Background: an optimization exercise with open tools, aiming at small area. Do not read the settings as production practice.
Function was checked by simulation only, so behaviour that the tests miss may differ from the original.
No driver is modelled on the clock port, so clocking that relies on it looks cheaper here than on a real chip.
Power figures rest on the tool's default switching activity, not on a simulated workload.

==> design/flow/design.v <==
`timescale 1ns / 1ps
module VendingMachine_top(
    input [3:0] BTN,
    input [4:0] SW,
    input clk,
    input rst,
    output [3:0] AN,
    output [6:0] a_to_g,
    output point);
reg [3:0] s0, p;
always @(posedge clk) begin
	if (rst) begin
		s0 <= 4'd0;
		p  <= 4'd0;
	end else begin
		s0 <= BTN;
		p  <= BTN & ~s0;
	end
end
wire wj = p[1] & SW[0];
wire yy = p[2] & SW[0];
wire co = p[3];
wire cc = p[0] & SW[1];
wire ol = p[0] & SW[2];
wire rt = p[0] & SW[3];
wire fill = p[0] & SW[4];
wire iqc = p[1] & SW[1];
wire iqo = p[1] & SW[2];
wire iqr = p[1] & SW[3];
wire rc = rst | co;
reg [2:0] c5;
reg c2;
reg [1:0] sel;
reg [5:0] u;
reg [1:0] sf;
wire e5 = c5[2];                        
wire eu = e5 & c2 & (sel == 2'd0);      
wire [6:0] u1 = {1'b0, u} + 7'd1;
wire uw = u1[6];                        
always @(posedge clk) begin
	if (rc) begin
		c5 <= 3'd0;
		c2 <= 1'b0;
		sel <= 2'd0;
		u <= 6'd44;
		sf <= 2'd0;
	end else begin
		c5 <= {c5[1] & c5[0], c5[1] ^ c5[0], ~c5[0] & ~c5[2]};
		if (e5) begin
			c2 <= ~c2;
			if (!c2)
				sel <= sel + 2'd1;
		end
		if (eu) begin
			u <= {u1[5], u1[4] | uw, u1[3] | uw, u1[2:0]};
			if (uw)
				sf <= sf + 2'd1;
		end
	end
end
reg x;             
reg [3:0] ge, shi, bai;
reg [2:0] nc, no, nr;
wire shi0 = shi == 4'd0;
wire hi   = !shi0 || (bai != 4'd0);
wire ge2  = ge[3] | ge[2] | ge[1];
wire ge3  = ge[3] | ge[2] | (ge[1] & ge[0]);
wire ge4  = ge[3] | ge[2];
wire ge9  = ge[3] & ge[0];
wire shi9 = shi[3] & shi[0];
wire eq3  = !ge[3] & !ge[2] & ge[1] & ge[0];
wire m20  = hi || ge2;     
wire m30  = hi || ge3;     
wire m35  = hi || ge4;     
wire hc   = nc != 3'd0;
wire ho   = no != 3'd0;
wire hr   = nr != 3'd0;
wire okc  = m20 && hc;
wire oko  = m30 && ho;
wire okr  = m35 && hr;
wire inc  = yy || (x && wj);
wire dec_shi = cc ? (hi && hc && !ge2) :
               ol ? (hi && ho && !ge3) :
               rt ? (hi && hr && (!ge3 || (eq3 && !x))) : 1'b0;
always @(posedge clk) begin
	if (rc)
		x <= 1'b0;
	else if (wj)
		x <= ~x;
	else if (rt && okr)
		x <= ~x || !ge3;
end
wire [1:0] dsel = cc ? 2'd0 : ol ? 2'd1 : (x && ge3) ? 2'd1 : 2'd2;
wire [3:0] damt = {1'b0, dsel == 2'd2, dsel != 2'd2, dsel == 2'd1};
wire [4:0] gsub = {1'b0, ge} - {1'b0, damt};
wire [3:0] gdec = gsub[4] ? gsub[3:0] + 4'd10 : gsub[3:0];
wire gdo = cc ? okc : ol ? oko : rt ? m35 : 1'b0;
always @(posedge clk) begin
	if (rc)
		ge <= 4'd0;
	else if (inc)
		ge <= ge9 ? 4'd0 : ge + 4'd1;
	else if (gdo)
		ge <= gdec;
end
always @(posedge clk) begin
	if (rc)
		shi <= 4'd0;
	else if (inc && ge9)
		shi <= shi9 ? 4'd0 : shi + 4'd1;
	else if (dec_shi)
		shi <= shi0 ? 4'd9 : shi - 4'd1;
end
always @(posedge clk) begin
	if (rc)
		bai <= 4'd0;
	else if (inc && ge9 && shi9)
		bai <= bai + 4'd1;
	else if (dec_shi && shi0)
		bai <= bai - 4'd1;
end
always @(posedge clk) begin
	if (rst || fill) begin
		nc <= 3'd5;
		no <= 3'd5;
		nr <= 3'd5;
	end else begin
		if (cc && okc) nc <= nc - 3'd1;
		if (ol && oko) no <= no - 3'd1;
		if (rt && okr) nr <= nr - 3'd1;
	end
end
localparam [13:0] TSTART = 14'h1d8a;
reg [13:0] t1, t2, t3;
wire z1 = t1[12:0] == 13'd0;
wire z2 = t2[12:0] == 13'd0;
wire z3 = t3[12:0] == 13'd0;
wire a1 = !z1 || t1[13];
wire a2 = !z2 || t2[13];
wire a3 = !z3 || t3[13];
wire ld1 = (cc && !hc) || (ol && !ho) || (rt && !hr);
wire ld2 = (cc && !m20) || (ol && !m30) || (rt && !m35);
wire ld3 = iqc || iqo || iqr;
always @(posedge clk) begin
	if (rst) t1 <= 14'd0;
	else if (ld1) t1 <= TSTART;
	else t1 <= {t1[12:0], (t1[13] ^ t1[0]) & !z1};
end
always @(posedge clk) begin
	if (rst) t2 <= 14'd0;
	else if (ld2) t2 <= TSTART;
	else t2 <= {t2[12:0], (t2[13] ^ t2[0]) & !z2};
end
always @(posedge clk) begin
	if (rst) t3 <= 14'd0;
	else if (ld3) t3 <= TSTART;
	else t3 <= {t3[12:0], (t3[13] ^ t3[0]) & !z3};
end
wire le20 = !hi && !ge3;                 
wire le30 = !hi && !ge4;                 
reg [1:0] mf, mi;
always @(posedge clk) begin
	if (cc && le20) mf <= 2'd1;
	else if (a2 && mf == 2'd1) mf <= 2'd1;
	else if (ol && le30) mf <= 2'd2;
	else if (a2 && mf == 2'd2) mf <= 2'd2;
	else if (rt && le30) mf <= 2'd3;
	else if (a2) mf <= mf;
	else mf <= 2'd3;
end
always @(posedge clk) begin
	if (iqc) mi <= 2'd1;
	else if (a3 && mi == 2'd1) mi <= 2'd1;
	else if (iqo) mi <= 2'd2;
	else if (a3 && mi == 2'd2) mi <= 2'd2;
	else if (iqr) mi <= 2'd3;
	else if (a3) mi <= mi;
	else mi <= 2'd3;
end
assign point = ~(sel == 2'd1);
assign AN = a2 ? {2'b11, sf != 2'd1, sf != 2'd0} : ~(4'd1 << sel);
reg [3:0] num;
always @(*) begin
	if (a1)
		num = 4'hf;
	else if (a2) begin
		if (sf == 2'd1) num = (mf == 2'd1) ? 4'd2 : 4'd3;
		else if (sf == 2'd0 && mf == 2'd3) num = 4'd5;
		else num = 4'd0;
	end else if (a3) begin
		if (sel == 2'd1) num = {1'b0, mi[1] ? (mi[0] ? nr : no) : nc};
		else num = 4'd0;
	end else
		case (sel)
		2'd0: num = {1'b0, x, 1'b0, x};
		2'd1: num = ge;
		2'd2: num = shi;
		default: num = bai;
		endcase
end
reg [6:0] seg;
always @(*)
	case (num)
	4'h0: seg = 7'b0000001;
	4'h1: seg = 7'b1001111;
	4'h2: seg = 7'b0010010;
	4'h3: seg = 7'b0000110;
	4'h4: seg = 7'b1001100;
	4'h5: seg = 7'b0100100;
	4'h6: seg = 7'b0100000;
	4'h7: seg = 7'b0001111;
	4'h8: seg = 7'b0000000;
	4'h9: seg = 7'b0000100;
	4'hA: seg = 7'b0001000;
	4'hB: seg = 7'b1100000;
	4'hC: seg = 7'b0110001;
	4'hD: seg = 7'b1000010;
	4'hE: seg = 7'b0110000;
	default: seg = 7'b0111000;
	endcase
assign a_to_g = seg;
endmodule
==> design/flow/flow/run.sh <==
#!/bin/bash
# Own layout flow: the standard ORFS steps (standard.sh), with
#  - an area-oriented synthesis: the standard synthesis script with Yosys's
#    extract_fa skipped and ABC run as &deepsyn + the area mapper amap for
#    several seeds, keeping the smallest netlist (flow/my_synth.tcl);
#    registers come out as in the standard synthesis;
#  - minimum-size port buffers (buf_1) instead of clkdlybuf4s50_1;
#  - CTS's clock tree without dummy loads, its leaf buffers then sized
#    down to what keeps the register clock slew at most 105 ps
#    (flow/post_cts.tcl).
# Each step's full output goes to a log file in this folder.
set -euo pipefail
HERE=$(pwd)
export MY_ABC_DIR=$HERE/abc
export MY_ABC_SEEDS="1 2 3 4 5 6 7 8"
export MY_ABC_TIME=20
mkdir -p "$MY_ABC_DIR"

bash standard.sh SYNTH_SCRIPT=$HERE/flow/my_synth.tcl synth > synth.log 2>&1

export MY_CLK_PORT=clk
export MY_CLK_ROOT_CELL=sky130_fd_sc_hd__clkbuf_8
export MY_CLK_LEAF_CELLS="sky130_fd_sc_hd__clkbuf_2 sky130_fd_sc_hd__clkbuf_4 sky130_fd_sc_hd__clkbuf_8 sky130_fd_sc_hd__clkbuf_16"
export MY_CLK_SLEW_NS=0.105
bash standard.sh \
  BUFFER_PORTS_ARGS="-buffer_cell sky130_fd_sc_hd__buf_1" \
  CTS_ARGS="-buf_list sky130_fd_sc_hd__clkbuf_8 -root_buf sky130_fd_sc_hd__clkbuf_8 -sink_clustering_enable -dont_use_dummy_load" \
  POST_CTS_TCL=$HERE/flow/post_cts.tcl \
  finish > layout.log 2>&1
==> design/flow/flow/my_synth.tcl <==
# Standard synthesis script (synth_recipe.tcl), with two changes for area:
# Yosys's extract_fa is skipped, and ABC maps with an area script
# (&deepsyn, then the area mapper amap) run for several random seeds, keeping
# the smallest result. Registers are untouched (ABC only maps logic).
proc synth {args} { yosys synth -nofsm -noshare {*}$args }
proc extract_fa {args} { puts "own synthesis: extract_fa skipped" }
proc abc {args} {
  set i [lsearch -exact $args -script]
  set lib [lindex $args [expr {[lsearch -exact $args -liberty] + 1}]]
  yosys design -save pre_abc
  set best 1e18
  set bestseed -1
  foreach seed $::env(MY_ABC_SEEDS) {
    yosys design -load pre_abc
    set path $::env(MY_ABC_DIR)/abc_seed$seed.script
    set f [open $path w]
    puts $f "strash\n&get -n\n&st\n&deepsyn -T $::env(MY_ABC_TIME) -S $seed\n&dch -f\n&put\namap\ntopo\nstime -c"
    close $f
    lset args [expr {$i + 1}] $path
    yosys abc {*}$args
    set s [tee -q -s result.string stat -liberty $lib]
    regexp {Chip area for module[^:]*: ([0-9.]+)} $s -> area
    puts "own synthesis: seed $seed area $area"
    if { $area < $best } {
      set best $area
      set bestseed $seed
      yosys design -save best_abc
    }
  }
  yosys design -load best_abc
  puts "own synthesis: kept seed $bestseed area $best"
}
source $::env(SCRIPTS_DIR)/synth.tcl
# left out here: clear keep_hierarchy, flatten, clean up, hide names made inside functions, write 1_2_yosys.v
==> design/flow/flow/post_cts.tcl <==
# Resize the clock buffers that CTS built (a root buffer and leaf buffers
# of at most 15 registers each). Every leaf starts at the smallest size in
# MY_CLK_LEAF_CELLS and is stepped up until the estimated slew at each of
# its register clock pins is at most MY_CLK_SLEW_NS. The tree's shape and
# every register's path (two buffers) are unchanged.
set block [ord::get_db_block]
set db [ord::get_db]
set sizes $::env(MY_CLK_LEAF_CELLS)
set target $::env(MY_CLK_SLEW_NS)
proc out_net { inst } {
  foreach it [$inst getITerms] {
    if { [$it getIoType] == "OUTPUT" } { return [$it getNet] }
  }
  return ""
}
set root [$block findInst "clkbuf_0_$::env(MY_CLK_PORT)"]
$root swapMaster [$db findMaster $::env(MY_CLK_ROOT_CELL)]
set leaves {}
foreach it [[out_net $root] getITerms] {
  set inst [$it getInst]
  if { $inst == $root } { continue }
  if { [string match "sky130_fd_sc_hd__clkbuf_*" [[$inst getMaster] getName]] } {
    lappend leaves $inst
    set level([$inst getName]) 0
    $inst swapMaster [$db findMaster [lindex $sizes 0]]
  }
}
set_propagated_clock [all_clocks]
for { set iter 0 } { $iter < [llength $sizes] } { incr iter } {
  estimate_parasitics -placement
  set changed 0
  foreach inst $leaves {
    set name [$inst getName]
    set mx 0
    foreach p [get_pins -of_objects [get_nets [[out_net $inst] getName]] -filter "direction==input"] {
      set s [get_property $p slew_max]
      if { $s > $mx } { set mx $s }
    }
    puts "post_cts: iter $iter leaf $name [[$inst getMaster] getName] max slew $mx"
    if { $mx > $target && $level($name) < [llength $sizes] - 1 } {
      incr level($name)
      $inst swapMaster [$db findMaster [lindex $sizes $level($name)]]
      set changed 1
    }
  }
  if { !$changed } { break }
}
set_placement_padding -global -left 0 -right 0
detailed_placement
estimate_parasitics -placement
repair_timing -hold
detailed_placement
check_placement -verbose
report_clock_skew
==> design/flow/standard.sh <==
#!/bin/bash
# synth_recipe.tcl (not shown) runs the flow's synth.tcl, then flattens the netlist and writes it again
# the make line also repeats each setting of config.mk as NAME=value (left out here)
make -C /OpenROAD-flow-scripts/flow DESIGN_CONFIG=/design/flow/config.mk WORK_HOME=/design/flow/orfs CLKGATE_MAP_FILE= SYNTH_SCRIPT=/design/flow/synth_recipe.tcl "${@:-finish}"
==> design/flow/config.mk <==
export PLATFORM = sky130hd
export DESIGN_NAME = VendingMachine_top
export DESIGN_NICKNAME = VendingMachine_top
export VERILOG_FILES = /design/flow/design.v
export SDC_FILE = /design/flow/constraint.sdc
export NUM_CORES = 4
export LEC_CHECK = 0
export CAP_MARGIN = 20
export CORE_MARGIN = 2
export CORE_UTILIZATION = 70
export PLACE_DENSITY = 0.8
export SLEW_MARGIN = 20
==> design/flow/constraint.sdc <==
create_clock -name core_clock -period 10.0 [get_ports {clk}]
set_input_delay 2.0000 -clock core_clock [delete_from_list [all_inputs] [get_ports {clk}]]
set_output_delay 2.0000 -clock core_clock [all_outputs]
set_load 0.01 [all_outputs]
==> summary.md, run 1 <==
| Metric | Value |
|---|---|
| Drt pass-1 iters | `5` |
| Post-synth EDFFs | `0` |
| Critical Path RT | `8000 ps` |
| Place WS | `3825 ps` |
| I/O Pins | `23` |
| Tot Pwr | `0.0009848 W` |
| Post-synth ARST share | `0%` |
| Total Wirelength | `7.685 mm` |
| Critical path peak fanout | `7` |
| Initial core utilization | `71.79%` |
| Residual DRC count | `0` |
| Maxcap violations | `0` |
| Antenna fix cells | `0` |
| Final GP Congestion | `0.8659` |
| Yosys cell types | `34` |
| Slew @ Worst Pin | `1091 ps` |
| Max-slew headroom | `25.40%` |
| Power per cell area | `251.2 nW/µm²` |
| Startpoint types | `flip-flop` |
| Worst setup margin | `3315 ps` |
| Die H | `76.15 µm` |
| CP Cell Sequence | `nor4_1 > nand4_1 > nor2_1 > clkinv_1 > nand2_1 > nor2_1 > a2111oi_0 > clkinv_1 > nor2_1 > nor2_1 > or3_1 > o21ai_0 > o32ai_1 > a32o_1 > nor2_1 > buf_1` |
| Rows | `26` |
| Layout cells sized above 1 | `2.004%` |
| Finished Cell Area | `3920 µm²` |
| Clock-pin slew of the registers on the worst-case setup and hold paths | `100 ps` |
| Port Buffer Count | `22` |
| Setup TNS | `0 ps` |
| Pin count of the biggest net entering global routing | `35` |
| Netlist Area Pre-Place | `3643 µm²` |
| DPL Wire Length | `5.757 mm` |
| Fin. Hold Viols | `0` |
| Final Net Count | `512` |
| First-pass GRT wire length | `12.98 mm` |
| Max Clock Skew | `31.15 ps` |
| Routed vias | `3313` |
| Cell area after placement | `3821 µm²` |
| Worst-Skew Late Latency | `360 ps` |
| Main flop type after synthesis | `dfxtp_1` |
| GRT Total Usage | `27.72%` |
| Initial DRC count | `241` |
| CTS tree | `yes` |
| Synth-to-layout area growth | `7.589%` |
| Synthesis Warnings | `1` |
| GR Overflow Total | `0` |
| Die ar. | `5798 µm²` |
| DRT antenna net count | `0` |
| Vias per inst | `5.822` |
| Hold Path Class | `flip-flop to flip-flop` |
| P_leak | `1.460 nW` |
| Post-layout util | `77.24%` |
| Crit path capture type | `primary output` |
| Slowest CP cell | `a2111oi_0` |
| Die W | `76.15 µm` |
| Total core area | `5075 µm²` |
| WL/cell | `13.51 µm` |
| Synthesized area per cell | `7.802 µm²` |
| Maximum clock frequency | `149.6 MHz` |
| Initial antenna violation count | `0` |
| Worst VDD drop | `131.8 µV` |
| Setup Viol. Count Final | `0` |
| Minimum clock period | `6685 ps` |
| Yosys reg bits | `90` |
| Setup CP Type | `flip-flop to primary output` |
| CP dominant cell by count | `nor2_1` |
| Max incr delay on CP | `950 ps` |
| Post-synthesis cell count | `467` |
| Vias in the first global route | `3010` |
| Worst Path Arrival | `4690 ps` |
| Sink Count | `90` |
| Outcome | `complete, no violations` |
| Register area share after synthesis | `49.45%` |
| Final Cycle Share | `66.85%` |
| RSZ-0062 raised after global routing | `no` |
| Syn nets | `478` |
| Slew Limit Fails | `0` |
[sequential cells by signal, summed over array words and instances, names as in the netlist, 4 cells and up]
| name | cells |
|---|---|
| t1 | 14 |
| s0 | 4 |
| ge | 4 |
| bai | 4 |
| shi | 4 |
| t2 | 14 |
| t3 | 14 |
| p | 4 |
| u | 6 |
[Yosys cell counts, types with 3 or more instances]
cell,instances,area share [%]
a211oi_1,9,1.9
nand3_1,4,0.55
o21ai_0,27,3.7
a31oi_1,7,1.2
o32ai_1,3,0.72
clkinv_1,54,5.6
a21oi_1,12,1.6
nor3_1,21,2.9
dfxtp_1,90,49
a221oi_1,3,0.72
nor2_1,123,13
nand2_1,31,3.2
or2_0,4,0.69
nand4_1,3,0.52
nor4_1,10,1.7
and3_1,5,0.86
a2111oi_0,6,1.4
nor2b_1,23,3.9
o21a_1,5,1.0
o22ai_1,5,0.86
[cell usage in the layout (no fill, tap or decap), types with 10 or more instances in the layout]
master / instances
o21ai_0: 27
nor3_1: 21
a21oi_1: 12
nor4_1: 10
nand2_1: 31
nor2b_1: 23
dfxtp_1: 90
nor2_1: 123
clkinv_1: 54
buf_1: 22
[cells by family (layout without fill, tap and decap cells)]
group / after synthesis / count (layout) / share of synthesized area (%)
AND/OR/NAND/NOR: 232 / 232 / 28.50
AO/OA/AOI/OAI: 91 / 91 / 16.48
flip-flops: 90 / 90 / 49.45
buffers and inverters: 54 / 86 / 5.563
[routing by layer]
| metal | vias up | wire [µm] | GRT usage [%] |
|---|---|---|---|
| li1 | 1666 | - | - |
| met3 | 19 | 451 | 4.858 |
| met2 | 114 | 3603 | 46.88 |
| met1 | 1514 | 3439 | 35.00 |
| met4 | 0 | 191 | 12.18 |
| met5 | - | 0 | 0 |
[report_power, final]
| part | switching [W] | total (W) | internal (W) |
|---|---|---|---|
| logic | 0.000249 | 0.000378 | 0.000129 |
| clock network | 0.000105 | 0.000169 | 0.0000638 |
| registers | 0.0000355 | 0.000438 | 0.000402 |
| total | 0.000390 | 0.000985 | 0.000595 |
[stage by stage]
step | instances | hold WS [ps]
6_report | 569 | 352.5
5_1_grt | 569 | 358.2
3_5_place_dp | 560 | 372.6
3_3_place_gp | 560 | 369.7
2_1_floorplan | 467 | 367.3
[final cells by class]
class                      instances  area (µm²)
fill                             374        1155
inverter                          54       202.7
tap                               70       87.58
sequential                        90        1802
clock buffer                       9       98.84
timing repair buffer              23       90.09
multi-input combinational        323        1639
[worst max-delay path, delay by kind of cell (launching register included)]
family,cells,cell delay (ps)
compound gates,4,1570
buf+inv,3,600
flops,1,330
simple gates,9,1840
[final timing paths]
kind / startpoint / end / slack [ps] / depth (start not counted)
hold / removal: s0[2] / p[2] / 350 / 1
hold reg to reg: s0[2] / p[2] / 350 / 1
setup reg to reg: shi[2] / bai[3] / 6660 / 14
setup / recovery: t2[8] / a_to_g[2] / 3310 / 16
==> run 2, diff against run 1 <==
--- a/design/flow/flow/run.sh
+++ b/design/flow/flow/run.sh
@@ -14,5 +14,5 @@
 export MY_ABC_DIR=$HERE/abc
 export MY_ABC_SEEDS="1 2 3 4 5 6 7 8"
-export MY_ABC_TIME=20
+export MY_ABC_TIME=30
 mkdir -p "$MY_ABC_DIR"
 
--- a/design/flow/flow/my_synth.tcl
+++ b/design/flow/flow/my_synth.tcl
@@ -15,5 +15,5 @@
     set path $::env(MY_ABC_DIR)/abc_seed$seed.script
     set f [open $path w]
-    puts $f "strash\n&get -n\n&st\n&deepsyn -T $::env(MY_ABC_TIME) -S $seed\n&dch -f\n&put\namap\ntopo\nstime -c"
+    puts $f "strash\n&get -n\n&st\n&deepsyn -T $::env(MY_ABC_TIME) -S $seed\n&dch -f\n&put\namap -F 4\ntopo\nstime -c"
     close $f
     lset args [expr {$i + 1}] $path
==> run 2 against run 1 <==
Core utilization is 0.17 points lower. Register-to-register slack better by 340 ps. Clock skew increased by 2.4 ps. Via count rose by 0.24%. Total power rose by 1.4%. Critical endpoint unchanged. Largest cell class unchanged.
==> summary.md, run 2 <==
| Metric | Value |
|---|---|
| Die H | `75.75 µm (-0.52%)` |
| Setup Viol. Count Final | `0 (unchanged)` |
| Layout cells sized above 1 | `2.041% (+0.037 points)` |
| Outcome | `complete, no violations` |
| Final Net Count | `503 (-1.8%)` |
| Post-synthesis cell count | `458 (-1.9%)` |
| Register area share after synthesis | `50.00% (+0.55 points)` |
| Final Cycle Share | `61.47% (-5.4 points)` |
| Most frequent cells in the layout | `124 x nor2_1, 90 x dfxtp_1, 54 x clkinv_1` |
| Sink Count | `90 (unchanged)` |
| Port Buffer Count | `22 (unchanged)` |
| Reg-to-Reg Start | `shi[3]` |
| Fin. Hold Viols | `0 (unchanged)` |
| Max-slew headroom | `43.94% (+19 points)` |
| Worst Path Arrival | `4150 ps (-540 ps)` |
| Post-synth ARST share | `0% (unchanged)` |
| Die ar. | `5738 µm² (-1.0%)` |
| Startpoint types | `flip-flop` |
| Setup TNS | `0 ps (unchanged)` |
| RSZ-0062 raised after global routing | `no` |
| Pin count of the biggest net entering global routing | `35 (unchanged)` |
| GRT Total Usage | `28.03% (+0.31 points)` |
| Synthesis Warnings | `1 (unchanged)` |
| Netlist Area Pre-Place | `3603 µm² (-1.1%)` |
| First-pass GRT wire length | `12.24 mm (-5.7%)` |
| Fillers | `394 (+5.3%)` |
| Biggest regs | `t1 (14), t2 (14), t3 (14)` |
| Initial core utilization | `71.46% (-0.33 points)` |
| CTS tree | `yes` |
| Vias in the first global route | `2882 (-4.3%)` |
| Antenna fix cells | `0 (unchanged)` |
| Residual DRC count | `0 (unchanged)` |
| Maxcap violations | `0 (unchanged)` |
| Main flop type after synthesis | `dfxtp_1` |
| Vias per inst | `5.930 (+1.9%)` |
| Drt pass-1 iters | `5 (unchanged)` |
| Rows | `26 (unchanged)` |
| Clock-pin slew of the registers on the worst-case setup and hold paths | `80 ps (-20 ps)` |
| DPL Wire Length | `5.754 mm (about the same)` |
| Max Clock Skew | `33.55 ps (+2.394 ps)` |
| Final GP Congestion | `0.9126 (+5.4%)` |
| Slew @ Worst Pin | `832.2 ps (-258.7 ps)` |
| Worst VDD drop | `157.0 µV (+19%)` |
| Placed Instances | `551 (-1.6%)` |
| Post-synth EDFFs | `0 (unchanged)` |
| Total core area | `5042 µm² (-0.64%)` |
| Commonest cells post-synth | `124 x nor2_1, 90 x dfxtp_1, 54 x clkinv_1, 27 x o21ai_0, 25 x nor3_1` |
| Worst setup path startpoint | `t2[12]` |
| Setup CP Type | `flip-flop to primary output` |
| P_leak | `1.392 nW (-4.6%)` |
| CP Cell Sequence | `nor4_1 > nand4_1 > nor2_1 > clkinv_1 > nor2_1 > nand3_1 > o221ai_1 > clkinv_1 > nor2_1 > nor2_1 > o31ai_1 > o22ai_1 > a32o_1 > nor2_1 > buf_1` |
| Top-count cell post-synth | `nor2_1` |
| Fin cells | `560 (-1.6%)` |
| Initial antenna violation count | `0 (unchanged)` |
| Routed vias | `3321 (+0.24%)` |
| Maximum clock frequency | `162.7 MHz (+8.8%)` |
| Total Wirelength | `7.754 mm (+0.90%)` |
| Hold_sp | `s0[3]` |
| CP dominant cell by count | `nor2_1` |
| Synthesized area per cell | `7.868 µm² (+0.84%)` |
| Post-synth top area share | `50.00% (+0.55 points)` |
| Max incr delay on CP | `400 ps (-550 ps)` |
| DRT antenna net count | `0 (unchanged)` |
| Yosys cell types | `35 (+2.9%)` |
| GR Overflow Total | `0 (unchanged)` |
| Dominant cells by area after synthesis | `dfxtp_1 50%, nor2_1 13%, clkinv_1 5.6%, o21ai_0 3.8%, nor2b_1 3.6%` |
| Yosys reg bits | `90 (unchanged)` |
| Synth-to-layout area growth | `7.847%` |
| Slowest CP cell | `nor2_1` |
| Worst-Skew Late Latency | `360 ps (about the same)` |
| Slew Limit Fails | `0 (unchanged)` |
| Power per cell area | `256.9 nW/µm² (+2.3%)` |
| WL/cell | `13.85 µm (+2.5%)` |
| Hold Path Class | `flip-flop to flip-flop` |
| Critical path peak fanout | `7 (unchanged)` |
| Critical Path RT | `8000 ps (about the same)` |
| Synth area leader | `dfxtp_1` |
| Initial DRC count | `253 (+5.0%)` |
| I/O Pins | `23 (unchanged)` |
| Die W | `75.75 µm (-0.52%)` |
| Minimum clock period | `6147 ps (-538.6 ps)` |
| Most common cell after layout, fill and taps aside | `nor2_1` |
| Syn nets | `469 (-1.9%)` |
| Crit path capture type | `primary output` |
==> run 2: cell count changes in the layout (fill, tap and decap cells not counted), sizes merged, moves of 3 or more <==
cell / delta
o221ai: +5
nand3: +4
nand2: -9
a222oi: +3
a21oi: +7
a31oi: -5
a211oi: -6
o21a: -3
nor3: +4
nor4: -3
==> run 2: cells by family after synthesis <==
| group | synth area share, % |
|---|---|
| AO/OA/AOI/OAI | 17.01 |
| AND/OR/NAND/NOR | 27.36 |
| flip-flops | 50.00 |
| buffers and inverters | 5.625 |
==> run 2: report_power, final <==
group,leakage [nW],internal [W],switching [W]
registers,0.732,0.000402,0.0000320
clock network,0.0569,0.0000681,0.000104
logic,0.603,0.000133,0.000259
==> run 2: worst max-delay path, delay by kind of cell, from the launching register on <==
kind                   cells  cell delay [ps]
AO/OA/AOI/OAI              4             1140
buffers and inverters      3              550
flip-flops                 1              320
AND/OR/NAND/NOR            8             1770
==> run 2: layout make-up <==
cell class / count / area (µm²) / area share, %
sequential: 90 / 1802 / 46.36
multi-input combinational: 314 / 1599 / 41.15
inverter: 54 / 202.7 / 5.216
clock buffer: 9 / 105.1 / 2.704
timing repair buffer: 23 / 90.09 / 2.318
tap: 70 / 87.58 / 2.254
==> run 2: routing by layer <==
| metal | GRT usage [%] | share of wire, % | wire length (µm) |
|---|---|---|---|
| met1 | 34.83 | 44 | 3432 |
| met2 | 46.36 | 47 | 3683 |
| met3 | 5.820 | 5.0 | 384 |
| met4 | 13.45 | 3.3 | 254 |
| met5 | 0 | 0 | 0 |
==> run 2: final timing paths <==
check,cells past startpoint,to,slack [ps]
max,15,a_to_g[2],3850
max reg2reg,16,bai[3],7000
min,1,p[3],390
min reg2reg,1,p[3],390
==> run 2: stage by stage <==
stage / setup WS (ps) / utilization (%) / total power, W / hold WS, ps / instance area, µm²
floorplan: 4711 / - / 0.0007225 / 367.3 / 3603
global placement: 4693 / 74.99 / 0.0008089 / 370.5 / 3781
detailed placement: 4374 / 74.99 / 0.0008241 / 373.2 / 3781
global route: 3421 / 77.07 / 0.001071 / 406.2 / 3886
finish: 3853 / 77.07 / 0.0009985 / 385.6 / 3886
==> run 3, diff against run 2 <==
--- a/design/flow/flow/run.sh
+++ b/design/flow/flow/run.sh
@@ -3,6 +3,6 @@
 #  - an area-oriented synthesis: the standard synthesis script with Yosys's
 #    extract_fa skipped and ABC run as &deepsyn + the area mapper amap for
-#    several seeds, keeping the smallest netlist (flow/my_synth.tcl);
-#    registers come out as in the standard synthesis;
+#    12 seeds (4 at a time), keeping the smallest netlist
+#    (flow/my_synth.tcl); registers come out as in the standard synthesis;
 #  - minimum-size port buffers (buf_1) instead of clkdlybuf4s50_1;
 #  - CTS's clock tree without dummy loads, its leaf buffers then sized
@@ -13,6 +13,7 @@
 HERE=$(pwd)
 export MY_ABC_DIR=$HERE/abc
-export MY_ABC_SEEDS="1 2 3 4 5 6 7 8"
-export MY_ABC_TIME=30
+export MY_ABC_SEEDS="1 2 3 4 5 6 7 8 9 10 11 12"
+export MY_ABC_TIME=40
+export MY_ABC_PAR=4
 mkdir -p "$MY_ABC_DIR"
 
==> design/flow/flow/my_synth.tcl (replaced) <==
# Standard synthesis script (synth_recipe.tcl), with two changes for area:
# Yosys's extract_fa is skipped, and ABC maps with an area script
# (&deepsyn, then the area mapper amap). The ABC runs for several random
# seeds go in parallel on the same extracted logic; the smallest mapped
# netlist is then read back through Yosys's abc pass. Registers are
# untouched (ABC only maps the logic between them).
proc synth {args} { yosys synth -nofsm -noshare {*}$args }
proc extract_fa {args} { puts "own synthesis: extract_fa skipped" }
proc abc {args} {
  set dir $::env(MY_ABC_DIR)
  set i [lsearch -exact $args -script]
  set abcbin [file join [file dirname [info nameofexecutable]] yosys-abc]
  if { ![file executable $abcbin] } { set abcbin yosys-abc }
  yosys design -save pre_abc
  # 1. Let the abc pass write out the logic (input.blif) and its script.
  set f [open $dir/dump.script w]
  puts $f "strash"
  close $f
  lset args [expr {$i + 1}] $dir/dump.script
  file mkdir $dir/dump
  set old [pwd]
  cd $dir/dump
  yosys abc -nocleanup {*}$args
  cd $old
  set tmp [lindex [glob -directory $dir/dump -type d _tmp_yosys-abc-*] 0]
  set hdr {}
  set f [open $tmp/abc.script r]
  foreach line [split [read $f] "\n"] {
    if { [regexp {^(read_lib|read_constr) } $line] } { lappend hdr $line }
  }
  close $f
  yosys design -load pre_abc
  # 2. Map with each seed, in parallel batches.
  set jobs {}
  foreach seed $::env(MY_ABC_SEEDS) {
    set f [open $dir/seed$seed.script w]
    puts $f "read_blif $tmp/input.blif"
    foreach line $hdr { puts $f $line }
    puts $f "strash\n&get -n\n&st\n&deepsyn -T $::env(MY_ABC_TIME) -S $seed\n&dch -f\n&put\namap -F 4\ntopo\nwrite_blif $dir/seed$seed.blif\nstime"
    close $f
    lappend jobs "$abcbin -f $dir/seed$seed.script > $dir/seed$seed.log 2>&1"
  }
  set par $::env(MY_ABC_PAR)
  for { set k 0 } { $k < [llength $jobs] } { incr k $par } {
    set batch [lrange $jobs $k [expr {$k + $par - 1}]]
    exec sh -c "[join $batch { & }] & wait"
  }
  # 3. Keep the smallest.
  set best 1e18
  set bestseed -1
  foreach seed $::env(MY_ABC_SEEDS) {
    set f [open $dir/seed$seed.log r]
    set log [read $f]
    close $f
    if { [regexp {Area =\s*([0-9.]+)} [regsub -all {\x1b\[[0-9;]*m} $log ""] -> area] && [file exists $dir/seed$seed.blif] } {
      puts "own synthesis: seed $seed area $area"
      if { $area < $best } {
        set best $area
        set bestseed $seed
      }
    }
  }
  if { $bestseed < 0 } { error "own synthesis: no ABC run finished" }
  puts "own synthesis: kept seed $bestseed (logic area $best)"
  # 4. Read the chosen netlist back through the abc pass.
  set f [open $dir/final.script w]
  puts $f "read_blif $dir/seed$bestseed.blif"
  close $f
  lset args [expr {$i + 1}] $dir/final.script
  yosys abc {*}$args
}
source $::env(SCRIPTS_DIR)/synth.tcl
# left out here: clear keep_hierarchy, flatten, clean up, hide names made inside functions, write 1_2_yosys.v
--- a/design/flow/config.mk
+++ b/design/flow/config.mk
@@ -8,5 +8,5 @@
 export CAP_MARGIN = 20
 export CORE_MARGIN = 2
-export CORE_UTILIZATION = 70
-export PLACE_DENSITY = 0.8
+export CORE_UTILIZATION = 60
+export PLACE_DENSITY = 0.7
 export SLEW_MARGIN = 20
==> run 3 against run 2 <==
Register-to-register slack worse by 120 ps. Core utilization down 10 points. Combinational power about the same. Setup slack better by 130 ps. Design area grew 0.32%. Cell count up 0.89%. Worst hold slack worse by 18 ps. Largest power group unchanged. Highest routed layer unchanged.
==> summary.md, run 3 <==
| Metric | Value |
|---|---|
| Reg2Reg Depth | `16 (unchanged)` |
| Hold path depth | `1 (unchanged)` |
| Final GP Congestion | `0.8989 (-1.5%)` |
| CP dominant cell by count | `nor2_1` |
| Biggest regs | `t1 (14), t2 (14), t3 (14)` |
| Slew Limit Fails | `0 (unchanged)` |
| Multi-input logic area | `1599 µm² (unchanged)` |
| Worst Path Arrival | `4020 ps (-130 ps)` |
| Fillers | `511 (+30%)` |
| Cell area after placement | `3787 µm² (+0.17%)` |
| First-pass GRT wire length | `12.51 mm (+2.2%)` |
| Routed length on met2 | `3.634 mm (-1.3%)` |
| Crit path capture type | `primary output` |
| Post-synth ARST share | `0% (unchanged)` |
| Clock-pin slew of the registers on the worst-case setup and hold paths | `90 ps (about the same)` |
| Worst VDD drop | `141.0 µV (-10%)` |
| Startpoint types | `flip-flop` |
| Synth area leader | `dfxtp_1` |
| Power per cell area | `256.7 nW/µm² (-0.10%)` |
| Antenna fix cells | `0 (unchanged)` |
| Netlist Area Pre-Place | `3603 µm² (unchanged)` |
| M1 WL | `3.466 mm (+0.99%)` |
| Main flop type after synthesis | `dfxtp_1` |
| WHS Endpoint | `p[2]` |
| Routed vias | `3225 (-2.9%)` |
| Critical Path RT | `8000 ps (about the same)` |
| Critical path peak fanout | `7 (unchanged)` |
| Worst setup margin | `3985 ps (+131.4 ps)` |
| Top-count cell post-synth | `nor2_1` |
| P_leak | `1.395 nW (+0.19%)` |
| Dominant cells by area after synthesis | `dfxtp_1 50%, nor2_1 13%, clkinv_1 5.6%, o21ai_0 3.8%, nor2b_1 3.6%` |
| CP Cell Sequence | `nor4_1 > nand4_1 > nor2_1 > clkinv_1 > nor2_1 > nand3_1 > o221ai_1 > clkinv_1 > nor2_1 > nor2_1 > o31ai_1 > o22ai_1 > a32o_1 > nor2_1 > buf_1` |
| Reg-to-Reg Start | `shi[0]` |
| Maxcap violations | `0 (unchanged)` |
| Post-layout util | `66.64% (-10 points)` |
| Pin count of the biggest net entering global routing | `35 (unchanged)` |
| Post-synth top area share | `50.00% (unchanged)` |
| Total core area | `5851 µm² (+16%)` |
| Final Cycle Share | `60.15% (-1.3 points)` |
| WL met3 | `415 µm (+8.1%)` |
| Placed Instances | `556 (+0.91%)` |
| Rows | `28 (+7.7%)` |
| Setup CP Type | `flip-flop to primary output` |
| Setup TNS | `0 ps (unchanged)` |
| Port Buffer Count | `22 (unchanged)` |
| Total Wirelength | `7.624 mm (-1.7%)` |
| Yosys reg bits | `90 (unchanged)` |
| Yosys cell types | `35 (unchanged)` |
| Fin. Hold Viols | `0 (unchanged)` |
| RSZ-0062 raised after global routing | `no` |
| GR Overflow Total | `0 (unchanged)` |
| Worst R2R Setup Slack | `6880 ps (-120 ps)` |
| Most frequent cells in the layout | `124 x nor2_1, 90 x dfxtp_1, 54 x clkinv_1` |
| Hold_sp | `s0[2]` |
| Die W | `81.50 µm (+7.6%)` |
| Die ar. | `6641 µm² (+16%)` |
| CTS tree | `yes` |
| Max Clock Skew | `28.18 ps (-5.371 ps)` |
| Most common cell after layout, fill and taps aside | `nor2_1` |
| RR Endpoint | `bai[3]` |
| Drt pass-1 iters | `8 (+3)` |
| Place WS | `4462 ps (+87.87 ps)` |
| Commonest cells post-synth | `124 x nor2_1, 90 x dfxtp_1, 54 x clkinv_1, 27 x o21ai_0, 25 x nor3_1` |
| Synthesis Warnings | `1 (unchanged)` |
| Layout cells sized above 1 | `2.041% (unchanged)` |
| Worst-Skew Late Latency | `350 ps (about the same)` |
| FF+latch area | `1802 µm² (unchanged)` |
| Syn nets | `469 (unchanged)` |
| Setup Viol. Count Final | `0 (unchanged)` |
| WL/cell | `13.49 µm (-2.5%)` |
| Finished Cell Area | `3899 µm² (+0.32%)` |
| Slowest CP cell | `o221ai_1` |
| Hold Path Class | `flip-flop to flip-flop` |
| Synth-to-layout area growth | `8.194%` |
| Initial DRC count | `183 (-28%)` |
| Outcome | `complete, no violations` |
| Highest metal used | `met4` |
| Fin cells | `565 (+0.89%)` |
| Synthesized area per cell | `7.868 µm² (unchanged)` |
| DRT antenna net count | `0 (unchanged)` |
| Slew @ Worst Pin | `882.0 ps (+49.83 ps)` |
| Final Net Count | `503 (unchanged)` |
| Initial core utilization | `61.59% (-9.9 points)` |
| Residual DRC count | `0 (unchanged)` |
| Maximum clock frequency | `166.2 MHz (+2.2%)` |
| Initial antenna violation count | `0 (unchanged)` |
| GRT Total Usage | `24.43% (-3.6 points)` |
| Max incr delay on CP | `420 ps (+20 ps)` |
| Max-slew headroom | `40.58% (-3.4 points)` |
| Register area share after synthesis | `50.00% (unchanged)` |
| DPL Wire Length | `5.829 mm (+1.3%)` |
| Vias per inst | `5.708 (-3.8%)` |
| I/O Pins | `23 (unchanged)` |
| Minimum clock period | `6015 ps (-131.4 ps)` |
| Post-synth EDFFs | `0 (unchanged)` |
| Sink Count | `90 (unchanged)` |
| Post-synthesis cell count | `458 (unchanged)` |
| Die H | `81.50 µm (+7.6%)` |
| Vias in the first global route | `2949 (+2.3%)` |
[run 3: worst max path at each step]
stage                start         to  slack [ps]  depth (start not counted)
floorplan            t2[8]  a_to_g[2]        4710                         14
global placement     t2[8]  a_to_g[2]        4670                         15
detailed placement  t2[10]  a_to_g[2]        4460                         15
global route         t2[8]  a_to_g[2]        3530                         15
finish               t2[8]  a_to_g[2]        3980                         15
[run 3: critical path, delay by kind of cell (launching register included)]
| kind | cells | cell delay, ps |
|---|---|---|
| simple gates | 8 | 1650 |
| flops | 1 | 310 |
| compound gates | 4 | 1160 |
| buf+inv | 3 | 560 |
[run 3: logic make-up (layout without fill, tap and decap cells)]
| kind of cell | after synthesis | count (layout) | share of synthesized area (%) |
|---|---|---|---|
| and+or+nand+nor | 222 | 222 | 27.36 |
| buffers and inverters | 54 | 86 | 5.625 |
| AOI/OAI and AO/OA | 92 | 92 | 17.01 |
| DFF | 90 | 90 | 50.00 |
[run 3: area by class of cell]
class | instances | area share, %
multi-input combinational | 314 | 41.01
sequential | 90 | 46.21
clock buffer | 9 | 2.856
timing repair buffer | 23 | 2.311
inverter | 54 | 5.199
tap | 75 | 2.407
[run 3: power by group]
part,internal [W],switching (W),total (W)
Combinational,0.000133,0.000256,0.000390
Clock,0.0000724,0.000106,0.000178
Sequential,0.000402,0.0000310,0.000433
Total,0.000608,0.000393,0.00100
[run 3: layer usage]
metal / global-route usage, % / up-vias
li1: - / 1641
met1: 29.30 / 1476
met2: 43.03 / 95
met3: 4.396 / 13
met4: 10.00 / 0
met5: 0 / -
[run 3: stage by stage]
| stage | total power [W] | hold slack, ps |
|---|---|---|
| after global placement | 0.0008130 | 369.5 |
| after global routing | 0.001076 | 388.3 |
| final | 0.001001 | 367.1 |
| after detailed placement | 0.0008226 | 377.8 |
| after floorplan | 0.0007225 | 367.3 |
==> run 4, diff against run 3 <==
--- a/design/flow/config.mk
+++ b/design/flow/config.mk
@@ -8,5 +8,5 @@
 export CAP_MARGIN = 20
 export CORE_MARGIN = 2
-export CORE_UTILIZATION = 60
-export PLACE_DENSITY = 0.7
+export CORE_UTILIZATION = 78
+export PLACE_DENSITY = 0.86
 export SLEW_MARGIN = 20
==> run 4 against run 3 <==
Critical path type unchanged. Global-route usage is 12 points higher. Combinational power rose by 5.4%. Clock power shrank 2%. Core utilization grew 21 points. Register-to-register slack got worse by 40 ps. Setup slack worse by 230 ps. First-iteration DRC count is 130% higher. Synthesized cell count unchanged. Critical path depth unchanged. Cell count is 4.1% lower. Non-clock buffer count unchanged.
==> summary.md, run 4 <==
| Metric | Value |
|---|---|
| Outcome | `complete, no violations` |
| Initial core utilization | `81.63% (+20 points)` |
| Yosys cell types | `35 (unchanged)` |
| Synth area leader | `dfxtp_1` |
| Tot Pwr | `0.001024 W (+2.3%)` |
| Die W | `71.97 µm (-12%)` |
| Register area share after synthesis | `50.00% (unchanged)` |
| Critical path peak fanout | `7 (unchanged)` |
| Antenna fix cells | `0 (unchanged)` |
| Setup CP Type | `flip-flop to primary output` |
| Comb pwr share | `40.1% (+1.2 points)` |
| Yosys reg bits | `90 (unchanged)` |
| Fillers | `235 (-54%)` |
| Worst-Skew Late Latency | `360 ps (about the same)` |
| Worst Path Arrival | `4250 ps (+230 ps)` |
| Setup Viol. Count Final | `0 (unchanged)` |
| Max Clock Skew | `32.45 ps (+4.278 ps)` |
| I/O Pins | `23 (unchanged)` |
| Maximum clock frequency | `160.1 MHz (-3.7%)` |
| Power per cell area | `264.9 nW/µm² (+3.2%)` |
| Die ar. | `5180 µm² (-22%)` |
| Final GP Congestion | `0.9655 (+7.4%)` |
| Critical Path RT | `8000 ps (about the same)` |
| Clock power share | `17.0% (-0.8 points)` |
| Final Net Count | `503 (unchanged)` |
| Sequential share of power | `42.9% (-0.4 points)` |
| Port Buffer Count | `22 (unchanged)` |
| Initial DRC count | `425 (+130%)` |
| Main flop type after synthesis | `dfxtp_1` |
| Slew @ Worst Pin | `841.3 ps (-40.64 ps)` |
| DRT antenna net count | `0 (unchanged)` |
| First-pass GRT wire length | `14.77 mm (+18%)` |
| Synth-to-layout area growth | `7.222%` |
| Die H | `71.97 µm (-12%)` |
| DPL Wire Length | `6.060 mm (+4.0%)` |
| Sw Pwr | `0.0004201 W (+6.9%)` |
| Total core area | `4414 µm² (-25%)` |
| Internal power | `0.0006035 W (-0.67%)` |
| Total Wirelength | `8.787 mm (+15%)` |
| Max-slew headroom | `43.32% (+2.7 points)` |
| Post-synth top area share | `50.00% (unchanged)` |
| Setup TNS | `0 ps (unchanged)` |
| Startpoint types | `flip-flop` |
| Most common cell after layout, fill and taps aside | `nor2_1` |
| GR Overflow Total | `0 (unchanged)` |
| Clock-pin slew of the registers on the worst-case setup and hold paths | `100 ps (about the same)` |
| Biggest regs | `t1 (14), t2 (14), t3 (14)` |
| Layout cells sized above 1 | `2.041% (unchanged)` |
| Post-synth EDFFs | `0 (unchanged)` |
| Post-synth ARST share | `0% (unchanged)` |
| Synthesized area per cell | `7.868 µm² (unchanged)` |
| Routed vias | `3491 (+8.2%)` |
| Pin count of the biggest net entering global routing | `35 (unchanged)` |
| Rows | `24 (-14%)` |
| GRT Total Usage | `36.70% (+12 points)` |
| Final Cycle Share | `62.46% (+2.3 points)` |
| P_leak | `1.392 nW (-0.19%)` |
| Maxcap violations | `0 (unchanged)` |
| Commonest cells post-synth | `124 x nor2_1, 90 x dfxtp_1, 54 x clkinv_1, 27 x o21ai_0, 25 x nor3_1` |
| Fin. Hold Viols | `0 (unchanged)` |
| Drt pass-1 iters | `6 (-2)` |
| Minimum clock period | `6246 ps (+230.8 ps)` |
| Initial antenna violation count | `0 (unchanged)` |
| Syn nets | `469 (unchanged)` |
| Worst VDD drop | `222.5 µV (+58%)` |
| CTS tree | `yes` |
| Most frequent cells in the layout | `124 x nor2_1, 90 x dfxtp_1, 54 x clkinv_1` |
| Top-count cell post-synth | `nor2_1` |
| Synthesis Warnings | `1 (unchanged)` |
| RSZ-0062 raised after global routing | `no` |
| Sink Count | `90 (unchanged)` |
| Switching share of total power | `41.04% (+1.8 points)` |
| Crit path capture type | `primary output` |
| Vias in the first global route | `3306 (+12%)` |
| Netlist Area Pre-Place | `3603 µm² (unchanged)` |
| Dominant cells by area after synthesis | `dfxtp_1 50%, nor2_1 13%, clkinv_1 5.6%, o21ai_0 3.8%, nor2b_1 3.6%` |
| Hold Path Class | `flip-flop to flip-flop` |
| Residual DRC count | `0 (unchanged)` |
| Post-synthesis cell count | `458 (unchanged)` |
| WL/cell | `16.21 µm (+20%)` |
| Slew Limit Fails | `0 (unchanged)` |
| Vias per inst | `6.441 (+13%)` |
[run 4: cell counts after synthesis]
Identical to the previous run, type by type.
[run 4: per-layer routing]
metal | routed length (µm) | global-route usage, % | up-vias | part of all wire [%]
met5 | 0 | 0 | - | 0
met4 | 356 | 16.14 | 0 | 4.1
met3 | 714 | 10.97 | 57 | 8.1
met2 | 4134 | 61.32 | 203 | 47
met1 | 3582 | 43.97 | 1587 | 41
li1 | - | - | 1644 | -
[run 4: layout make-up]
cell class                      instances  area, µm²  share of cell area (%)
Sequential cell                        90       1802                   46.63
Multi-Input combinational cell        314       1599                   41.39
Inverter                               54      202.7                   5.246
Clock buffer                            9      105.1                   2.720
Timing Repair Buffer                   23      90.09                   2.332
Tap cell                               52      65.06                   1.684
[run 4: power groups by stage]
stage	sequential [W]	clock (W)	combinational (W)
global route	0.000442	0.000190	0.000458
finish	0.000439	0.000174	0.000411
floorplan	0.000433	0	0.000290
detailed placement	0.000442	0	0.000390
global placement	0.000438	0	0.000372
[run 4: stage by stage]
step,worst slack [ps],std cells,util [%],instance area (µm²),hold WS (ps)
after floorplan,4711,458,-,3603,367.3
after global placement,4698,533,85.15,3759,370.4
after detailed placement,4313,533,85.15,3759,375.3
after global routing,3402,542,87.53,3864,402.9
final,3754,542,87.53,3864,393.1
[run 4: final timing paths]
path                             start   endpoint  slack (ps)  cells past startpoint
worst max register to register  shi[0]     bai[3]        6840                     16
worst max-delay path            t2[10]  a_to_g[2]        3750                     15
worst min-delay path             s0[1]       p[1]         390                      1
worst min register to register   s0[1]       p[1]         390                      1
[run 4: cell families (layout without fill, tap and decap cells)]
family | after synthesis | count (layout) | share of synthesized area (%)
compound gates | 92 | 92 | 17.01
flops | 90 | 90 | 50.00
simple gates | 222 | 222 | 27.36
buf+inv | 54 | 86 | 5.625
[run 4: worst max-delay path, stage by stage (launching register included)]
cell and delay, ps:
dfxtp_1 340, nor4_1 340, nand4_1 190, nor2_1 460
clkinv_1 230, nor2_1 300, nand3_1 200, o221ai_1 310
clkinv_1 200, nor2_1 220, nor2_1 90, o31ai_1 310
o22ai_1 160, a32o_1 300, nor2_1 80, buf_1 160
==> run 5, diff against run 4 <==
--- a/design/flow/config.mk
+++ b/design/flow/config.mk
@@ -8,5 +8,5 @@
 export CAP_MARGIN = 20
 export CORE_MARGIN = 2
-export CORE_UTILIZATION = 78
-export PLACE_DENSITY = 0.86
+export CORE_UTILIZATION = 70
+export PLACE_DENSITY = 0.8
 export SLEW_MARGIN = 20
==> run 5 against run 4 <==
Area after synthesis is the same. Clock skew grew 1.1 ps. Cell count is 3.3% higher. Register-to-register slack better by 160 ps. Sequential share of layout area fell by 0.27 points. Via count decreased by 4.9%. Highest routed layer unchanged. Combinational power decreased by 4%. Design area up 0.58%. Maximum frequency rose by 1.6%.
==> summary.md, run 5 <==
| Metric | Value |
|---|---|
| Slew @ Worst Pin | `832.2 ps (-9.187 ps)` |
| Worst-Skew Late Latency | `360 ps (about the same)` |
| Worst setup margin | `3853 ps (+99.40 ps)` |
| Post-layout util | `77.07% (-10 points)` |
| Critical path peak fanout | `7 (unchanged)` |
| Synthesis Warnings | `1 (unchanged)` |
| Hold Path Class | `flip-flop to flip-flop` |
| Initial antenna violation count | `0 (unchanged)` |
| RSZ-0062 raised after global routing | `no` |
| Residual DRC count | `0 (unchanged)` |
| Die ar. | `5738 µm² (+11%)` |
| Worst setup path startpoint | `t2[12]` |
| Rows | `26 (+8.3%)` |
| Minimum clock period | `6147 ps (-99.40 ps)` |
| Hold path depth | `1 (unchanged)` |
| Worst VDD drop | `157.0 µV (-29%)` |
| Yosys reg bits | `90 (unchanged)` |
| Vias in the first global route | `2882 (-13%)` |
| CTS tree | `yes` |
| Synthesized area per cell | `7.868 µm² (unchanged)` |
| Routed vias | `3321 (-4.9%)` |
| Maxcap violations | `0 (unchanged)` |
| Fin. Hold Viols | `0 (unchanged)` |
| Post-synth ARST share | `0% (unchanged)` |
| Layout cells sized above 1 | `2.041% (unchanged)` |
| Multi-input logic area | `1599 µm² (unchanged)` |
| Final Net Count | `503 (unchanged)` |
| Outcome | `complete, no violations` |
| Critical Path RT | `8000 ps (about the same)` |
| Max-slew headroom | `43.94% (+0.62 points)` |
| Drt pass-1 iters | `5 (-1)` |
| Most frequent cells in the layout | `124 x nor2_1, 90 x dfxtp_1, 54 x clkinv_1` |
| Pin count of the biggest net entering global routing | `35 (unchanged)` |
| Maximum clock frequency | `162.7 MHz (+1.6%)` |
| Total Wirelength | `7.754 mm (-12%)` |
| I/O Pins | `23 (unchanged)` |
| Total core area | `5042 µm² (+14%)` |
| Post-synth EDFFs | `0 (unchanged)` |
| WL/cell | `13.85 µm (-15%)` |
| Tot Pwr | `0.0009985 W (-2.5%)` |
| Slew Limit Fails | `0 (unchanged)` |
| Reg-to-Reg Start | `shi[3]` |
| P_leak | `1.392 nW (unchanged)` |
| Register area share after synthesis | `50.00% (unchanged)` |
| Crit path capture type | `primary output` |
| Synth area leader | `dfxtp_1` |
| Main flop type after synthesis | `dfxtp_1` |
| Top-count cell post-synth | `nor2_1` |
| Antenna fix cells | `0 (unchanged)` |
| Netlist Area Pre-Place | `3603 µm² (unchanged)` |
| Reg2Reg Depth | `16 (unchanged)` |
| Startpoint types | `flip-flop` |
| Initial DRC count | `253 (-40%)` |
| Dominant cells by area after synthesis | `dfxtp_1 50%, nor2_1 13%, clkinv_1 5.6%, o21ai_0 3.8%, nor2b_1 3.6%` |
| Place WS | `4374 ps (+60.83 ps)` |
| Vias per inst | `5.930 (-7.9%)` |
| Hold_sp | `s0[3]` |
| Most common cell after layout, fill and taps aside | `nor2_1` |
| Final GP Congestion | `0.9126 (-5.5%)` |
| Commonest cells post-synth | `124 x nor2_1, 90 x dfxtp_1, 54 x clkinv_1, 27 x o21ai_0, 25 x nor3_1` |
| Sink Count | `90 (unchanged)` |
| Power per cell area | `256.9 nW/µm² (-3.0%)` |
| Post-synth top area share | `50.00% (unchanged)` |
| Yosys cell types | `35 (unchanged)` |
| Worst Path Arrival | `4150 ps (-100 ps)` |
| Setup TNS | `0 ps (unchanged)` |
| Clock-pin slew of the registers on the worst-case setup and hold paths | `80 ps (-20 ps)` |
| Setup Viol. Count Final | `0 (unchanged)` |
| Setup CP Type | `flip-flop to primary output` |
| Die W | `75.75 µm (+5.3%)` |
| Final Cycle Share | `61.47% (-0.99 points)` |
| Initial core utilization | `71.46% (-10 points)` |
| Post-synthesis cell count | `458 (unchanged)` |
| GRT Total Usage | `28.03% (-8.7 points)` |
| GR Overflow Total | `0 (unchanged)` |
| Max Clock Skew | `33.55 ps (+1.093 ps)` |
| Port Buffer Count | `22 (unchanged)` |
| Die H | `75.75 µm (+5.3%)` |
| First-pass GRT wire length | `12.24 mm (-17%)` |
| Biggest regs | `t1 (14), t2 (14), t3 (14)` |
| DPL Wire Length | `5.754 mm (-5.1%)` |
| DRT antenna net count | `0 (unchanged)` |
| Syn nets | `469 (unchanged)` |
| Synth-to-layout area growth | `7.847%` |
| FF+latch area | `1802 µm² (unchanged)` |
| Fillers | `394 (+68%)` |
run 5: path summary, 6_finish.rpt:
kind / endpoint / slack, ps
setup reg to reg: bai[3] / 7000
hold reg to reg: p[3] / 390
hold / removal: p[3] / 390
setup / recovery: a_to_g[2] / 3850
run 5: cell families after synthesis:
family                 count (synthesis)  share of synthesized area (%)
AND/OR/NAND/NOR                      222                          27.36
AO/OA/AOI/OAI                         92                          17.01
flip-flops                            90                          50.00
buffers and inverters                 54                          5.625
run 5: power breakdown:
part	internal (W)	switching (W)	total [W]
logic	0.000133	0.000259	0.000393
registers	0.000402	0.0000320	0.000434
clock network	0.0000681	0.000104	0.000172
run 5: final cells by class:
type                       instances  area share (%)
multi-input combinational        314           41.15
tap                               70           2.254
sequential                        90           46.36
inverter                          54           5.216
clock buffer                       9           2.704
timing repair buffer              23           2.318
run 5: per-layer routing:
metal	routed length (µm)	share of wire, %	global-route usage (%)	vias to the layer above
met4	254	3.3	13.45	0
met1	3432	44	34.83	1528
li1	-	-	-	1645
met3	384	5.0	5.820	36
met5	0	0	0	-
met2	3683	47	46.36	112
run 5: critical path, cell delays in order, from the launching register on:
cell and delay (ps):
dfxtp_1 320, nor4_1 290, nand4_1 160, nor2_1 400, clkinv_1 190, nor2_1 310, nand3_1 200, o221ai_1 330
clkinv_1 210, nor2_1 230, nor2_1 90, o31ai_1 310, o22ai_1 170, a32o_1 330, nor2_1 90, buf_1 150
run 5: stage by stage:
step | hold slack [ps] | std cells | instance area, µm²
after global routing | 406.2 | 560 | 3886
after global placement | 370.5 | 551 | 3781
after floorplan | 367.3 | 458 | 3603
final | 385.6 | 560 | 3886
after detailed placement | 373.2 | 551 | 3781
==> run 6, diff against run 5 <==
--- a/design/flow/flow/my_synth.tcl
+++ b/design/flow/flow/my_synth.tcl
@@ -37,5 +37,5 @@
     puts $f "read_blif $tmp/input.blif"
     foreach line $hdr { puts $f $line }
-    puts $f "strash\n&get -n\n&st\n&deepsyn -T $::env(MY_ABC_TIME) -S $seed\n&dch -f\n&put\namap -F 4\ntopo\nwrite_blif $dir/seed$seed.blif\nstime"
+    puts $f "strash\n&get -n\n&st\n&deepsyn -T $::env(MY_ABC_TIME) -S $seed\n&dch -f\n&put\namap -F 4 -A 16\ntopo\nwrite_blif $dir/seed$seed.blif\nstime"
     close $f
     lappend jobs "$abcbin -f $dir/seed$seed.script > $dir/seed$seed.log 2>&1"
==> run 6 against run 5 <==
Largest power group unchanged. Largest cell class unchanged. Clock skew is 5.4 ps lower. Worst hold slack improved by 7.4 ps. Design area is 0.16% lower. Cell count is 0.36% lower. Sequential cell count did not move. Sequential power about the same.
==> summary.md, run 6 <==
| Metric | Value |
|---|---|
| WL met3 | `531 µm (+38%)` |
| Dominant cells by area after synthesis | `dfxtp_1 50%, nor2_1 13%, clkinv_1 5.5%, o21ai_0 3.8%, nor2b_1 3.7%` |
| Maximum clock frequency | `164.9 MHz (+1.3%)` |
| RR Endpoint | `bai[3]` |
| Multi-input logic area | `1597 µm² (-0.16%)` |
| Top-count cell post-synth | `nor2_1` |
| Total Wirelength | `7.783 mm (+0.37%)` |
| Fin. Hold Viols | `0 (unchanged)` |
| Sink Count | `90 (unchanged)` |
| FF+latch area | `1802 µm² (unchanged)` |
| Residual DRC count | `0 (unchanged)` |
| Reg2Reg Depth | `16 (unchanged)` |
| Post-synth top area share | `50.09% (+0.087 points)` |
| Main flop type after synthesis | `dfxtp_1` |
| Worst Path Arrival | `4070 ps (-80 ps)` |
| Synthesized area per cell | `7.889 µm² (+0.26%)` |
| Worst setup path startpoint | `t2[10]` |
| Commonest cells post-synth | `122 x nor2_1, 90 x dfxtp_1, 53 x clkinv_1, 27 x o21ai_0, 25 x nor3_1` |
| First-pass GRT wire length | `12.12 mm (-0.96%)` |
| Cell area after placement | `3775 µm² (-0.17%)` |
| Yosys reg bits | `90 (unchanged)` |
| GRT Total Usage | `28.35% (+0.32 points)` |
| Startpoint types | `flip-flop` |
| Critical path peak fanout | `7 (unchanged)` |
| I/O Pins | `23 (unchanged)` |
| Layout cells sized above 1 | `2.049% (+0.0084 points)` |
| Syn nets | `467 (-0.43%)` |
| DRT antenna net count | `0 (unchanged)` |
| Synthesis Warnings | `1 (unchanged)` |
| Routed length on met2 | `3.679 mm (-0.11%)` |
| Minimum clock period | `6065 ps (-81.75 ps)` |
| Fillers | `385 (-2.3%)` |
| Outcome | `complete, no violations` |
| Die H | `75.69 µm (about the same)` |
| Finished Cell Area | `3880 µm² (-0.16%)` |
| Pin count of the biggest net entering global routing | `35 (unchanged)` |
| Hold_ws | `393.0 ps (+7.420 ps)` |
| CP dominant cell by count | `nor2_1` |
| Worst VDD drop | `143.7 µV (-8.5%)` |
| Port Buffer Count | `22 (unchanged)` |
| DPL Wire Length | `5.889 mm (+2.3%)` |
| Final Cycle Share | `60.65% (-0.82 points)` |
| Initial antenna violation count | `0 (unchanged)` |
| Clock-pin slew of the registers on the worst-case setup and hold paths | `90 ps (about the same)` |
| Initial DRC count | `371 (+47%)` |
| Slew @ Worst Pin | `940.8 ps (+108.7 ps)` |
| Setup crit end | `a_to_g[2]` |
| Die W | `75.69 µm (about the same)` |
| Die ar. | `5728 µm² (-0.17%)` |
| Power per cell area | `257.2 nW/µm² (+0.11%)` |
| Post-synthesis cell count | `456 (-0.44%)` |
| Worst-Skew Late Latency | `360 ps (about the same)` |
| P_leak | `1.388 nW (-0.34%)` |
| Hold Path Class | `flip-flop to flip-flop` |
| Routed vias | `3301 (-0.60%)` |
| Initial core utilization | `71.34% (-0.12 points)` |
| Antenna fix cells | `0 (unchanged)` |
| Biggest regs | `t1 (14), t2 (14), t3 (14)` |
| Final GP Congestion | `0.9228 (+1.1%)` |
| Crit path capture type | `primary output` |
| Register area share after synthesis | `50.09% (+0.087 points)` |
| Max incr delay on CP | `470 ps (+70 ps)` |
| Setup Viol. Count Final | `0 (unchanged)` |
| Netlist Area Pre-Place | `3597 µm² (-0.17%)` |
| Worst R2R Setup Slack | `6740 ps (-260 ps)` |
| Yosys cell types | `35 (unchanged)` |
| Post-synth ARST share | `0% (unchanged)` |
| Slew Limit Fails | `0 (unchanged)` |
| Setup TNS | `0 ps (unchanged)` |
| Vias per inst | `5.916 (-0.25%)` |
| RSZ-0062 raised after global routing | `no` |
| Max-slew headroom | `36.61% (-7.3 points)` |
| Post-layout util | `76.95% (-0.12 points)` |
| Critical Path RT | `8000 ps (about the same)` |
| Slowest CP cell | `nor2_1` |
| CP Cell Sequence | `nor4_1 > nand4_1 > nor2_1 > clkinv_1 > nor2_1 > nand3_1 > o221ai_1 > nand2_1 > o21ai_0 > nand4_1 > o31ai_1 > o22ai_1 > a32o_1 > nor2_1 > buf_1` |
| Reg-to-Reg Start | `shi[3]` |
| Final Net Count | `501 (-0.40%)` |
| Total core area | `5042 µm² (unchanged)` |
| Hold_sp | `s0[3]` |
| GR Overflow Total | `0 (unchanged)` |
| Most common cell after layout, fill and taps aside | `nor2_1` |
| Synth area leader | `dfxtp_1` |
| M1 WL | `3.420 mm (-0.35%)` |
| WL/cell | `13.95 µm (+0.73%)` |
| Maxcap violations | `0 (unchanged)` |
| Highest metal used | `met4` |
| CTS tree | `yes` |
| Rows | `26 (unchanged)` |
| Post-synth EDFFs | `0 (unchanged)` |
| Max Clock Skew | `28.13 ps (-5.413 ps)` |
| Vias in the first global route | `2822 (-2.1%)` |
| Drt pass-1 iters | `5 (unchanged)` |
| Most frequent cells in the layout | `122 x nor2_1, 90 x dfxtp_1, 53 x clkinv_1` |
| Setup CP Type | `flip-flop to primary output` |
| Synth-to-layout area growth | `7.861% (about the same)` |
[run 6: cell count changes in the layout (fill, tap and decap cells not counted), sizes merged]
cell    delta
nor2       -2
o221ai     -1
o22ai      +1
a211oi     +1
clkinv     -1
[run 6: per-layer routing]
| layer | GRT usage [%] | up-vias |
|---|---|---|
| met3 | 5.688 | 17 |
| met1 | 36.00 | 1509 |
| met5 | 0 | - |
| met2 | 46.67 | 128 |
| li1 | - | 1647 |
| met4 | 13.06 | 0 |
[run 6: kinds of logic (layout without fill, tap and decap cells)]
family                 count (synthesis)  count (layout)  synth area share (%)
buffers and inverters                 53              85                 5.530
and+or+nand+nor                      220             220                 27.20
AOI/OAI and AO/OA                     93              93                 17.18
DFF                                   90              90                 50.09
[run 6: how the worst min path moves through the flow]
stage,end,slack [ps],cells after the start
2_1_floorplan,p[0],370,1
3_3_place_gp,p[3],370,1
3_5_place_dp,p[3],380,1
5_1_grt,p[3],400,1
6_report,p[3],390,1
[run 6: per-stage QoR]
stage,setup slack [ps],total power [W],instances
floorplan,4815,0.0007190,456
global placement,4745,0.0008081,549
detailed placement,4432,0.0008228,549
global route,3573,0.001065,558
finish,3935,0.0009979,558
[run 6: area by class of cell]
class | instances | area share [%]
Sequential cell | 90 | 46.44
Tap cell | 70 | 2.257
Inverter | 53 | 5.127
Clock buffer | 9 | 2.709
Multi-Input combinational cell | 313 | 41.15
Timing Repair Buffer | 23 | 2.322
[run 6: power breakdown]
group / switching (W) / internal (W) / leakage, nW
clock: 0.000104 / 0.0000681 / 0.0569
sequential: 0.0000311 / 0.000402 / 0.732
combinational: 0.000261 / 0.000132 / 0.598
[run 6: critical path, delay by kind of cell (launching register included)]
kind	cells	cell delay (ps)
AO/OA/AOI/OAI	5	1200
flip-flops	1	320
buffers and inverters	2	390
AND/OR/NAND/NOR	8	1820

-- separate check: timing with driven ports --
Ports are ideal in the flow. The routed layouts listed here were re-timed in OpenROAD.
Step 1, drivers: a clkbuf_16 drives clk and a buf_2 each remaining input, both assumed.
Step 2 also shifts input and output timing later by t, the mid clock arrival at the registers, as if the neighbouring blocks saw the same clock.
a / b / c = ideal ports / drivers / drivers and shift; a / b = the first two.
run | shift t [ns] | setup WS [ns] | hold WS [ns]
run 1 | 0.379 | 3.315 / 3.284 / 3.663 | 0.353 / 0.353 / 0.353
run 2 | 0.374 | 3.853 / 3.824 / 4.198 | 0.386 / 0.386 / 0.386
run 3 | 0.363 | 3.985 / 3.956 / 4.319 | 0.367 / 0.367 / 0.367
run 4 | 0.376 | 3.754 / 3.726 / 4.101 | 0.393 / 0.393 / 0.393
run 5 | 0.374 | 3.853 / 3.824 / 4.198 | 0.386 / 0.386 / 0.386
run 6 | 0.379 | 3.935 / 3.904 / 4.283 | 0.393 / 0.393 / 0.393
After both steps setup and hold are still met in every run listed.
